Source: an optimization exercise on an open RTL-to-GDS flow (aim: small area). Production flows keep margins and buffers that such runs may drop.
The RTL was checked by simulation tests, not by an equivalence proof against the original design.
Power and IR drop assume default switching activity.

== v34 ==
## udp_rx_stack
module udp_rx_stack(
    input               i_clk               ,
    input               i_rst               ,
    input [31:0]        i_local_ip          ,
    input               i_local_ip_valid    ,
    input [15:0]        i_local_port        ,
    input               i_local_port_valid  ,
    input [7:0]         i_GMII_data         ,
    input               i_GMII_valid        ,
    output [47:0]       o_rec_src_mac       ,
    output              o_rec_src_valid     ,
    output              o_crc_error         ,
    output              o_crc_valid         ,
    output [7:0]        o_udp_data          ,
    output [15:0]       o_udp_len           ,
    output              o_udp_last          ,
    output              o_udp_valid         ,
    output [15:0]       o_icmp_seq          ,
    output              o_icmp_reply        ,
    output [47:0]       o_arp_mac           ,
    output [31:0]       o_arp_ip            ,
    output              o_arp_valid         ,
    output              o_arp_reply
);
reg [7:0]   s0, s1, s2, s3, s4, s5, s6, s7, s8, s9, s10;
always @(posedge i_clk) begin
    s0 <= i_GMII_data;
    s1 <= s0; s2 <= s1; s3 <= s2; s4 <= s3; s5 <= s4;
    s6 <= s5; s7 <= s6; s8 <= s7; s9 <= s8; s10 <= s9;
end
reg         v0, v1;
always @(posedge i_clk or posedge i_rst) begin
    if (i_rst) begin
        v0 <= 1'b0;
        v1 <= 1'b0;
    end else begin
        v0 <= i_GMII_valid;
        v1 <= v0;
    end
end
wire        neg = v1 & ~v0;          
reg [4:0]   rc;
wire        s0_55 = s0 == 8'h55;
wire        s0_d5 = s0 == 8'hD5;
always @(posedge i_clk or posedge i_rst) begin
    if (i_rst)
        rc <= 5'd0;
    else if (v0) begin
        if (!(rc == 5'd6 && s0_55) && rc != 5'd25)
            rc <= rc + 5'd1;
    end else if (rc >= 5'd20 && rc <= 5'd24)
        rc <= rc + 5'd1;
    else
        rc <= 5'd0;
end
reg         hdr_ok;                  
  ...
export LEC_CHECK = 0
export CAP_MARGIN = 20
export CORE_MARGIN = 2
export CORE_UTILIZATION = 40
export SLEW_MARGIN = 20
create_clock -name core_clock -period 8.0 [get_ports {i_clk}]
standard.sh (not shown) runs the stock make flow with config.mk's settings and CLKGATE_MAP_FILE= SYNTH_SCRIPT=/design/flow/synth_recipe.tcl, a recipe that flattens the netlist after the stock synthesis.
==> flow/flow/run.sh <==
#!/bin/bash
set -euo pipefail
cd "$(dirname "$0")/.."
export BUFFER_PORTS_ARGS="-buffer_cell sky130_fd_sc_hd__buf_1"
export CTS_ARGS="-sink_clustering_enable -repair_clock_nets -dont_use_dummy_load -buf_list sky130_fd_sc_hd__clkbuf_4 -sink_clustering_size 10 -sink_clustering_max_diameter 50"
bash standard.sh finish > flow_make.log 2>&1
v34 finished all stages; the layout is clean.
Relative to v34, the following input files were edited for v7:
==> flow/flow/run.sh <==
#!/bin/bash
set -euo pipefail
cd "$(dirname "$0")/.."
export BUFFER_PORTS_ARGS="-buffer_cell sky130_fd_sc_hd__buf_1"
export CTS_ARGS="-sink_clustering_enable -repair_clock_nets -dont_use_dummy_load -buf_list sky130_fd_sc_hd__clkbuf_8 -sink_clustering_size 16 -sink_clustering_max_diameter 60"
bash standard.sh finish > flow_make.log 2>&1
In the tables for v7 and v34, clock power share reads higher with v7. [compare] base=v34 new=v7: starting density of the core shows no meaningful change; mean number of vias per cell now sits lower; wire length on met1 now larger. Per the comparison of v7 with v34, final setup slack of the worst path now larger; via count of the first global-routing pass now smaller.
Relative to v7, the following input files were edited for v3:
==> flow/flow/run.sh <==
#!/bin/bash
set -euo pipefail
cd "$(dirname "$0")/.."
export BUFFER_PORTS_ARGS="-buffer_cell sky130_fd_sc_hd__buf_1"
export CTS_ARGS="-sink_clustering_enable -repair_clock_nets -dont_use_dummy_load -buf_list sky130_fd_sc_hd__clkbuf_8"
bash standard.sh finish > flow_make.log 2>&1
Findings:
As far as adder-cell share of the synthesized area goes, v7 and v3 are indistinguishable; the numbers are identical. From v7 to v3, final-report hold violation count did not move at all. Diff v7 -> v3: clock skew shows a reduction of 0.021 ns; fraction of the cycle the final worst path needs went up by 0.71 points; power share of the clock group now larger; layout overhead on the synthesized area moved up; met1 demand-to-capacity share in global routing down 0.21 points. The run showing the smaller wire length reported by the detailed router is v7. The global routing met2 resource utilization was comparable across v7 and v3. [compare] base=v7 new=v3: power now larger, global-route wire length before repair now larger.

-- separate check: timing with driven ports --
The flow's constraints put no driver on any port. The routed layouts listed below were extracted and timed again, unchanged, in two steps.
Step 1 (the two cells are an assumption about what drives the block):
set clk [get_ports {i_clk}]
set_driving_cell -lib_cell sky130_fd_sc_hd__clkbuf_16 $clk
set_driving_cell -lib_cell sky130_fd_sc_hd__buf_2 [delete_from_list [all_inputs] $clk]
Step 2 also shifts input and output timing later by t, the mid clock arrival at the registers, as if the neighbouring blocks saw the same clock.
Three values: no drivers, after step 1, after step 2; two values: the first two.
run | t (ns) | setup WS [ns] | clock arrival spread, ns | worst data-port slew with drivers (ns)
v34 | 0.769 | 3.541 / 3.491 / 4.261 | 0.116 / 0.117 | 0.07
v7 | 0.553 | 3.764 / 3.717 / 4.270 | 0.082 / 0.081 | 0.07
v3 | 0.592 | 3.707 / 3.657 / 4.249 | 0.062 / 0.062 | 0.07
After both steps setup and hold are still met in every run listed.
